Source: an optimization exercise on an open RTL-to-GDS flow (aim: a short achievable clock period and few clock cycles). Production flows keep margins and buffers that such runs may drop.
Only the layout flow was run in this run; the RTL was not checked for function there.
Power figures rest on the tool's default switching activity, not on a simulated workload.

==> design/flow/design.v <==
`timescale 1ns / 1ps
module MCU_add8(a, b, cin, s, cout);
input  [7:0] a, b;
input        cin;
output [7:0] s;
output       cout;
wire [7:0] p0 = a ^ b;
wire [7:0] g0 = (a & b) | {7'b0, p0[0] & cin};
wire [7:0] g1, p1, g2, p2, g3;
genvar i;
generate
  for (i = 0; i < 8; i = i + 1) begin : l1
    if (i >= 1) begin : x
      assign g1[i] = g0[i] | (p0[i] & g0[i-1]);
      assign p1[i] = p0[i] & p0[i-1];
    end else begin : y
      assign g1[i] = g0[i];
      assign p1[i] = p0[i];
    end
  end
  for (i = 0; i < 8; i = i + 1) begin : l2
    if (i >= 2) begin : x
      assign g2[i] = g1[i] | (p1[i] & g1[i-2]);
      assign p2[i] = p1[i] & p1[i-2];
    end else begin : y
      assign g2[i] = g1[i];
      assign p2[i] = p1[i];
    end
  end
  for (i = 0; i < 8; i = i + 1) begin : l3
    if (i >= 4) begin : x
      assign g3[i] = g2[i] | (p2[i] & g2[i-4]);
    end else begin : y
      assign g3[i] = g2[i];
    end
  end
endgenerate
assign s    = p0 ^ {g3[6:0], cin};
assign cout = g3[7];
endmodule
module MCU(clk,reset,imem_addr,imem_data,dmem_addr,dmem_we,dmem_wdata,dmem_rdata,
           in_data,out_we,out_addr,out_data);
input clk,reset;
output [7:0] imem_addr;
input [16:0] imem_data;
output [7:0] dmem_addr;
output dmem_we;
output [7:0] dmem_wdata;
input [7:0] dmem_rdata;
input [7:0] in_data;
output out_we;
output [7:0] out_addr, out_data;
localparam [4:0] OP_ADD = 5'b00001, OP_ANI = 5'b00010, OP_ADI = 5'b00011,
                 OP_SUB = 5'b00100, OP_SLT = 5'b00101, OP_NOT = 5'b00110,
                 OP_LD  = 5'b00111, OP_ST  = 5'b01000, OP_MOV = 5'b01001,
                 OP_JMP = 5'b01010, OP_JMR = 5'b01011, OP_JML = 5'b01100,
                 OP_ORI = 5'b01101, OP_XOR = 5'b01110, OP_SHL = 5'b01111,
                 OP_SHR = 5'b10001, OP_BZ  = 5'b10010, OP_BNZ = 5'b10011,
                 OP_IN  = 5'b10100, OP_OUT = 5'b10101;
reg [7:0]  pc_f;         
reg        kill_f;       
reg [16:0] ir_d;         
reg [7:0]  pc1_d;        
reg        kill_d;       
reg [7:0]  a_ex, b_ex;   
reg [2:0]  sh_ex;
reg [7:0]  mskl_ex, mskr_ex;   
reg [2:0]  da_ex;
reg        rw_ex, mw_ex, out_ex;
reg        add_ex, sub_ex, slt_ex, and_ex, or_ex, xor_ex, not_ex, mov_ex,
           shl_ex, shr_ex, ld_ex, in_ex;
reg        bz_ex, bnz_ex, jr_ex, jpc_ex;
reg [7:0]  t_ex;         
reg [7:0]  rf [1:7];
wire [7:0] sum, diff;
wire       c_add, c_sub;
MCU_add8 u_add (.a(a_ex), .b(b_ex),  .cin(1'b0), .s(sum),  .cout(c_add));
MCU_add8 u_sub (.a(a_ex), .b(~b_ex), .cin(1'b1), .s(diff), .cout(c_sub));
wire       lt   = ~c_sub;
wire [7:0] shl  = a_ex << sh_ex;
wire [7:0] shr  = a_ex >> sh_ex;
wire [7:0] res_ex = ({8{add_ex}} & sum)
                  | ({8{sub_ex}} & diff)
                  | ({8{slt_ex}} & {7'b0, lt})
                  | ({8{and_ex}} & (a_ex & b_ex))
                  | ({8{or_ex}}  & (a_ex | b_ex))
                  | ({8{xor_ex}} & (a_ex ^ b_ex))
                  | ({8{not_ex}} & ~a_ex)
                  | ({8{mov_ex}} & a_ex)
                  | ({8{shl_ex}} & shl)
                  | ({8{shr_ex}} & shr)
                  | ({8{ld_ex}}  & dmem_rdata)
                  | ({8{in_ex}}  & in_data);
wire z_add = ~|((a_ex ^ b_ex) ^ {a_ex[6:0] | b_ex[6:0], 1'b0});
wire z_sub = ~|(a_ex ^ b_ex);
wire z_res = (add_ex & z_add)
           | (sub_ex & z_sub)
           | (slt_ex & c_sub)
           | (and_ex & ~|(a_ex & b_ex))
           | (or_ex  & ~|(a_ex | b_ex))
           | (xor_ex & z_sub)
           | (not_ex & (&a_ex))
           | (mov_ex & ~|a_ex)
           | (shl_ex & ~|(a_ex & mskl_ex))
           | (shr_ex & ~|(a_ex & mskr_ex))
           | (ld_ex  & ~|dmem_rdata)
           | (in_ex  & ~|in_data);
assign dmem_addr  = a_ex;
assign dmem_wdata = b_ex;
assign dmem_we    = mw_ex;
assign out_addr   = a_ex;
assign out_data   = b_ex;
assign out_we     = out_ex;
always @(posedge clk)
  if (rw_ex && da_ex != 3'd0) rf[da_ex] <= res_ex;
wire [4:0] op  = ir_d[16:12];
wire [2:0] da  = ir_d[11:9];
wire [2:0] aa  = ir_d[8:6];
wire [2:0] ba  = ir_d[5:3];
wire [5:0] im  = ir_d[5:0];
wire [2:0] sh  = ir_d[2:0];
wire d_add = (op == OP_ADD) | (op == OP_ADI);
wire d_sub = (op == OP_SUB);
wire d_slt = (op == OP_SLT);
wire d_and = (op == OP_ANI);
wire d_or  = (op == OP_ORI);
wire d_xor = (op == OP_XOR);
wire d_not = (op == OP_NOT);
wire d_mov = (op == OP_MOV) | (op == OP_JML);
wire d_shl = (op == OP_SHL);
wire d_shr = (op == OP_SHR);
wire d_ld  = (op == OP_LD);
wire d_in  = (op == OP_IN);
wire d_st  = (op == OP_ST);
wire d_out = (op == OP_OUT);
wire d_jmp = (op == OP_JMP);
wire d_jml = (op == OP_JML);
wire d_jmr = (op == OP_JMR);
wire d_bz  = (op == OP_BZ);
wire d_bnz = (op == OP_BNZ);
wire d_rw  = d_add | d_sub | d_slt | d_and | d_or | d_xor | d_not | d_mov |
             d_shl | d_shr | d_ld | d_in;
wire d_imm  = (op == OP_ANI) | (op == OP_ORI) | (op == OP_ADI);
wire d_sext = (op == OP_ADI);
wire d_link = d_jmp | d_jml;        
wire [7:0] imm = {{2{d_sext & im[5]}}, im};
wire [7:0] rf_a = (aa == 3'd0) ? 8'd0 : rf[aa];
wire [7:0] rf_b = (ba == 3'd0) ? 8'd0 : rf[ba];
wire ex_wr = rw_ex && (da_ex != 3'd0);
wire fwd_a = ex_wr && (da_ex == aa) && !d_link;
wire fwd_b = ex_wr && (da_ex == ba) && !d_imm;
wire [7:0] a_oth = d_link ? pc1_d : rf_a;
wire [7:0] b_oth = d_imm ? imm : rf_b;
wire [7:0] a_val = fwd_a ? res_ex : a_oth;
wire [7:0] b_val = fwd_b ? res_ex : b_oth;
wire [7:0] t_rel = pc1_d + {{2{im[5]}}, im};
wire       a_zero = fwd_a ? z_res : (rf_a == 8'd0);
wire [4:0] fop = imem_data[16:12];
wire f_isbr = ~kill_f & ((fop[4:1] == 4'b0101) | (fop == OP_JML) | (fop[4:1] == 4'b1001));
wire ex_taken = jpc_ex | jr_ex | (bz_ex & (a_ex == 8'd0)) | (bnz_ex & (a_ex != 8'd0));
wire take_ex  = kill_d & ex_taken;
wire [7:0] t_ex_full = jr_ex ? a_ex : t_ex;
wire dv = ~kill_f;
wire take_jr_fwd = dv & d_jmr & fwd_a;                  
wire take_jr_rf  = dv & d_jmr & ~fwd_a;                 
wire take_rel    = dv & (d_jmp | d_jml | (d_bz & a_zero) | (d_bnz & ~a_zero));
wire take_d      = take_jr_fwd | take_jr_rf | take_rel;
wire [7:0] pc_p1 = pc_f + 8'd1;
wire [7:0] pc_p2 = pc_f + 8'd2;
wire [7:0] pc_seq = take_ex ? t_ex_full : (f_isbr ? pc_p2 : pc_p1);
wire [7:0] pc_b   = take_rel ? t_rel : take_jr_rf ? rf_a : pc_seq;
wire [7:0] pc_nxt = take_jr_fwd ? res_ex : pc_b;
assign imem_addr = pc_f;
always @(posedge clk or negedge reset)
begin
  if (!reset) begin
    pc_f   <= 8'd0;
    kill_f <= 1'b0;
    ir_d   <= 17'd0;
    kill_d <= 1'b0;
    rw_ex  <= 1'b0;
    mw_ex  <= 1'b0;
    out_ex <= 1'b0;
    add_ex <= 1'b0; sub_ex <= 1'b0; slt_ex <= 1'b0; and_ex <= 1'b0;
    or_ex  <= 1'b0; xor_ex <= 1'b0; not_ex <= 1'b0; mov_ex <= 1'b0;
    shl_ex <= 1'b0; shr_ex <= 1'b0; ld_ex  <= 1'b0; in_ex  <= 1'b0;
    bz_ex  <= 1'b0; bnz_ex <= 1'b0; jr_ex  <= 1'b0; jpc_ex <= 1'b0;
  end else begin
    pc_f   <= pc_nxt;
    kill_f <= (take_d | take_ex) & f_isbr;
    ir_d   <= kill_f ? 17'd0 : imem_data;
    kill_d <= kill_f;
    rw_ex  <= d_rw;
    mw_ex  <= d_st;
    out_ex <= d_out;
    add_ex <= d_add; sub_ex <= d_sub; slt_ex <= d_slt; and_ex <= d_and;
    or_ex  <= d_or;  xor_ex <= d_xor; not_ex <= d_not; mov_ex <= d_mov;
    shl_ex <= d_shl; shr_ex <= d_shr; ld_ex  <= d_ld;  in_ex  <= d_in;
    bz_ex  <= d_bz;  bnz_ex <= d_bnz; jr_ex  <= d_jmr; jpc_ex <= d_jmp | d_jml;
  end
end
always @(posedge clk)
begin
  pc1_d   <= pc_p1;
  da_ex   <= da;
  a_ex    <= a_val;
  b_ex    <= b_val;
  sh_ex   <= sh;
  mskl_ex <= 8'hFF >> sh;
  mskr_ex <= 8'hFF << sh;
  t_ex    <= t_rel;
end
endmodule
==> design/flow/run.sh <==
#!/bin/bash
# synth_recipe.tcl (not shown) runs the flow's synth.tcl, then flattens the netlist and writes it again
# the make line also repeats each setting of config.mk as NAME=value (left out here)
make -C /OpenROAD-flow-scripts/flow DESIGN_CONFIG=/design/flow/config.mk WORK_HOME=/design/flow/orfs CLKGATE_MAP_FILE= SYNTH_SCRIPT=/design/flow/synth_recipe.tcl finish
==> design/flow/config.mk <==
export PLATFORM = sky130hd
export DESIGN_NAME = MCU
export DESIGN_NICKNAME = MCU
export VERILOG_FILES = /design/flow/design.v
export SDC_FILE = /design/flow/constraint.sdc
export NUM_CORES = 4
export LEC_CHECK = 0
export ABC_CLOCK_PERIOD_IN_PS = 2500
export CAP_MARGIN = 20
export CORE_MARGIN = 2
export CORE_UTILIZATION = 40
export SETUP_SLACK_MARGIN = 5
export SLEW_MARGIN = 20
export TNS_END_PERCENT = 100
==> design/flow/constraint.sdc <==
create_clock -name core_clock -period 8.0 [get_ports {clk}]
set_input_delay 1.6000 -clock core_clock [delete_from_list [all_inputs] [get_ports {clk}]]
set_output_delay 1.6000 -clock core_clock [all_outputs]
set_load 0.01 [all_outputs]
==> impl_summary.txt <==
----------------------------------------------------
[Run status]
  Result of the run ... timing/DRC/antenna clean

[Timing]
  Share of the clock period used by the worst path ... a little over two fifths
  Tmin final ... 3480 ps
  Setup-failing EPs final ... 0
  Max_slew headroom ... 30.7%
  Slew at the pin closest to its max-slew limit ... 1040 ps
  Final worst clock skew ... about 9.5 ps
  Count of endpoints failing hold in the final timing report ... 0
  Number of pins with negative max-slew slack in the final report ... 0
  RSZ-0062 raised after global routing ... true
  Highest clock rate ... approximately 290 MHz
  Setup total negative slack ... 0 ps

[Worst setup path]
  Family with the most delay on the worst path ... compound AO/OA/AOI/OAI gates
  Worst setup SP type ... input pin
  WS Path Type ... in2reg
  Worst Path Buf+Inv ... 1
  Cell type of the slowest stage on the worst timing path ... sky130_fd_sc_hd__o41a_4
  Most frequent CP cell ... sky130_fd_sc_hd__mux2_4
  CP Data Required Time ... roughly 8300 ps
  Max stage delay on crit path ... 470 ps
  Crit. End Element ... flip-flop
  Largest driver fanout on the critical path ... 5
  Arrival time of data at the critical path endpoint ... around 3800 ps
  Cell-by-cell listing of the critical path ... buf_6, nor4_4, nand4_1, o21ai_1, or4_4, a211oi_4, o41a_4, a21oi_4, mux2_4, mux2_4

[Cells and area]
  Count of nets after finishing ... between 1k and 1.5k
  Fraction of final layout cells with drive strength greater than 1 ... approximately 22%
  Register cell area after layout ... 3780 sq um
  Fin util ... a little under 50%
  Antenna Cells ... 0
  Number of fill cells ... approximately 2.0k
  Synthesis-to-finish area growth ... 22.5%
  Finished Cell Area ... approximately 11,000 sq um
  Combined area of the multi-input logic cells ... about 4800 sq um

[Floorplanning]
  Placeable core region ... roughly 22,000 sq um
  Die span in x ... between 150 and 200 um
  Starting utilization of the core area ... roughly two fifths
  Number of I/O pins ... 77
  Die Height ... roughly 150 um
  Number of rows created at floorplan ... between 50 and 60
  Die area ... ~23,000 sq um

[Clock network]
  Number of buffers created by CTS ... 17
  Worst-Skew Late Latency ... roughly 430 ps
  Clock Sinks ... about 150
  Deepest clock path buffer count ... 2
  Number of buffers inserted for hold repair after clock tree synthesis ... 0
  Library cell used as clock root buffer ... sky130_fd_sc_hd__clkbuf_16
  Clock-pin slew on the worst setup and hold paths ... ~70 ps
  Max H-tree Level ... 4
  Clock tree from TritonCTS ... built

[Global routing]
  Global-route wire length before repair ... slightly above 40,000 um
  Global route overflow ... 0
  Number of antenna violations at the first check in global routing ... 0
  Maximum number of pins on one net before global-route repair ... 47
  GRT Util Overall ... 22.8%
  Via count of the first global-routing pass ... ~7k

[Power]
  Switching power total ... approximately 980 uW
  Power per cell area ... ~260 nW/um^2
  Internal power ... 1.82 mW
  Logic gate share of total power ... a little over a third
  Peak supply drop ... just over 0.0002 V
  Total power consumption of the routed design ... about 2.8 mW
  Sw frac ... about a third
  Relative contribution of the clock network to total power ... about 29%
  Static leakage power ... approximately 4.4 nW
  Power share of the sequential group ... a little over a third

[Yosys]
  Count of unique library cells instantiated by Yosys ... 76
  Net count after synthesis ... ~940
  Post-synthesis compound-gate area fraction ... 17.1%
  Portion of synthesized cell area occupied by the leading cell type ... between 10% and 20%
  Synth top area cells ... sky130_fd_sc_hd__edfxtp_1, sky130_fd_sc_hd__dfrtp_1, sky130_fd_sc_hd__dfxtp_1
  Synthesized-area fraction occupied by xor and xnor cells ... a little over 4%
  Cell count after synthesis ... 864
  Warnings, synthesis ... 1
  Fraction of registers with async set/reset ... a little under a third
  Mapped Avg Cell Area ... 10.2 sq um
  Dominant combinational cell family by area after synthesis ... compound AO/OA/AOI/OAI gates
  Commonest register cell after synthesis ... sky130_fd_sc_hd__edfxtp_1
  Synth top cells by count ... sky130_fd_sc_hd__nor2_1, sky130_fd_sc_hd__nand2_1, sky130_fd_sc_hd__edfxtp_1
  Multiplexer share of the synthesized area ... around 11%
  Share of synthesized cell area in and, or, nand and nor gates ... about an eighth
  Cell type contributing the most total cell area after synthesis ... sky130_fd_sc_hd__edfxtp_1
  Adder-cell area share of the yosys netlist ... under 10%
  Number of enable flip-flop cells after synthesis ... 56
  Post-synthesis instance area ... just under 9000 sq um
  Sequential element share of the synthesized area ... between 40% and 50%
  Flip-flop and latch count after synthesis ... between 100 and 150
  Count leader, synth ... sky130_fd_sc_hd__nor2_1

[Detailed routing]
  First-pass DRT Iterations ... 5
  Number of remaining DRC errors ... 0
  Via count ... around 7k
  First DRT Iteration DRCs ... approximately 830
  Per-cell via count in the routed design ... roughly 6
  Average wire per cell in the routed design ... ~22 um
  Antenna violation net count after detailed routing ... 0
  Final WL ... ~27,000 um

[Place]
  Port bufs ... 76
  HPWL after DPL ... 18,300 um
  Placement-stage cell area ... 9620 sq um
  Final estimated routing congestion in global placement ... 0.953

[Worst hold path]
  Worst Hold Class ... reg2reg

[Flow run]
  Reported max-cap violation count ... 0

----------------------------------------------------
==> power by group through the flow <==
stage | logic (mW) | registers [mW] | clock network, mW
finish | 0.982 | 1.02 | 0.804
detailed placement | 0.826 | 1.05 | 0
global placement | 0.821 | 1.05 | 0
CTS | 0.928 | 1.01 | 0.810
floorplan | 0.583 | 0.989 | 0
global route | 1.05 | 1.03 | 0.851
==> cell families after synthesis <==
logic type | after synthesis
buf+inv | 129
mux | 77
xor+xnor | 41
simple gates | 232
compound gates | 202
fa+ha+maj | 36
flops | 147
==> metrics by stage <==
step | hold slack [ps] | std cells | setup slack (ps)
global placement | 327 | 1156 | 3530
finish | 341 | 1225 | 4520
detailed placement | 327 | 1156 | 3460
global route | 348 | 1225 | 4500
CTS | 342 | 1215 | 4550
floorplan | 324 | 864 | 4390
==> registers in the layout, indices dropped and copies added, names as in the netlist, 3 cells and up <==
signal,count
sh_ex,3
b_ex,8
mskl_ex,4
a_ex,8
da_ex,3
pc1_d,8
t_ex,8
pc_f,8
ir_d,17
rf,56
mskr_ex,3
==> final timing paths <==
path	cells past startpoint	slack (ps)	from	end
max	10	4520	dmem_rdata[3]	pc_f[3]
max in group asynchronous	1	6330	reset	pc_f[6]
max reg2reg	12	4650	a_ex[5]	pc_f[3]
min	0	340	ir_d[11]	da_ex[2]
min in group asynchronous	1	1190	reset	in_ex
min reg2reg	0	340	ir_d[11]	da_ex[2]
==> per-layer routing <==
metal  GRT usage [%]  vias to the layer above  share of wire, %
li1                -                     3279                 -
met1            32.7                     3515                44
met2            35.0                      327                46
met3            3.56                       39               7.1
met4            7.94                        0               2.4
met5               0                        -                 0
==> cells in the final DEF, fill, tap and decap left out, types with 6 or more instances in the layout <==
| master | n |
|---|---|
| sky130_fd_sc_hd__nor2b_1 | 23 |
| sky130_fd_sc_hd__mux2_2 | 11 |
| sky130_fd_sc_hd__nand2b_1 | 11 |
| sky130_fd_sc_hd__nand3_1 | 11 |
| sky130_fd_sc_hd__a21oi_1 | 36 |
| sky130_fd_sc_hd__o21bai_1 | 7 |
| sky130_fd_sc_hd__clkdlybuf4s50_1 | 27 |
| sky130_fd_sc_hd__a221oi_1 | 18 |
| sky130_fd_sc_hd__dfrtp_2 | 6 |
| sky130_fd_sc_hd__nand4_1 | 10 |
| sky130_fd_sc_hd__buf_6 | 10 |
| sky130_fd_sc_hd__mux2_4 | 8 |
| sky130_fd_sc_hd__o211ai_1 | 7 |
| sky130_fd_sc_hd__dfxtp_1 | 32 |
| sky130_fd_sc_hd__dfrtp_1 | 40 |
| sky130_fd_sc_hd__ha_1 | 29 |
| sky130_fd_sc_hd__mux4_2 | 15 |
| sky130_fd_sc_hd__o21ai_0 | 28 |
| sky130_fd_sc_hd__dlygate4sd2_1 | 24 |
| sky130_fd_sc_hd__nor2_2 | 6 |
| sky130_fd_sc_hd__a221oi_2 | 6 |
| sky130_fd_sc_hd__dlymetal6s2s_1 | 7 |
| sky130_fd_sc_hd__nor4_1 | 6 |
| sky130_fd_sc_hd__clkbuf_16 | 19 |
| sky130_fd_sc_hd__buf_4 | 45 |
| sky130_fd_sc_hd__xor2_1 | 13 |
| sky130_fd_sc_hd__edfxtp_1 | 56 |
| sky130_fd_sc_hd__a222oi_1 | 6 |
| sky130_fd_sc_hd__dfxtp_4 | 8 |
| sky130_fd_sc_hd__a21o_1 | 10 |
| sky130_fd_sc_hd__nor3_1 | 13 |
| sky130_fd_sc_hd__a22oi_1 | 12 |
| sky130_fd_sc_hd__inv_1 | 50 |
| sky130_fd_sc_hd__mux2i_1 | 40 |
| sky130_fd_sc_hd__nor2_1 | 65 |
| sky130_fd_sc_hd__xnor2_1 | 27 |
| sky130_fd_sc_hd__a211oi_1 | 6 |
| sky130_fd_sc_hd__nand2_1 | 57 |
==> timing repair <==
item	CTS	global route
pin swaps	16	20
gates resized for setup	154	52
setup endpoints to repair	120	43
buffers inserted	27	9
gates cloned	0	1
==> layout make-up <==
type	count	share of cell area, %
multi-input cells	589	44.2
clock inverters	12	1.09
clock buffers	20	4.43
repair buffers	122	10.2
well taps	280	3.24
inverters	55	1.94
flip-flops and latches	147	34.9

## separate check: timing with driven ports
Ports are ideal in the flow. The routed layout listed here was re-timed in OpenROAD.
Step 1 (the two cells are an assumption about what drives the block):
set clk [get_ports {clk}]
set_driving_cell -lib_cell sky130_fd_sc_hd__clkbuf_16 $clk
set_driving_cell -lib_cell sky130_fd_sc_hd__buf_2 [delete_from_list [all_inputs] $clk]
Step 2 moves the port delays by t, midway between the first and last clock arrival at a register: inputs arrive t later, outputs are due t later. That takes back most of the time a late clock gives input paths.
a / b / c = no drivers / after step 1 / after step 2; a / b = the first two.
t (ns): 0.464
setup slack, ns: 4.521 / 4.523 / 4.059
worst setup path at the end: input to register
After both steps this run still meets setup and hold. For this run, drivers alone change the setup slack by +0.002 ns; drivers and shift together by -0.462 ns.
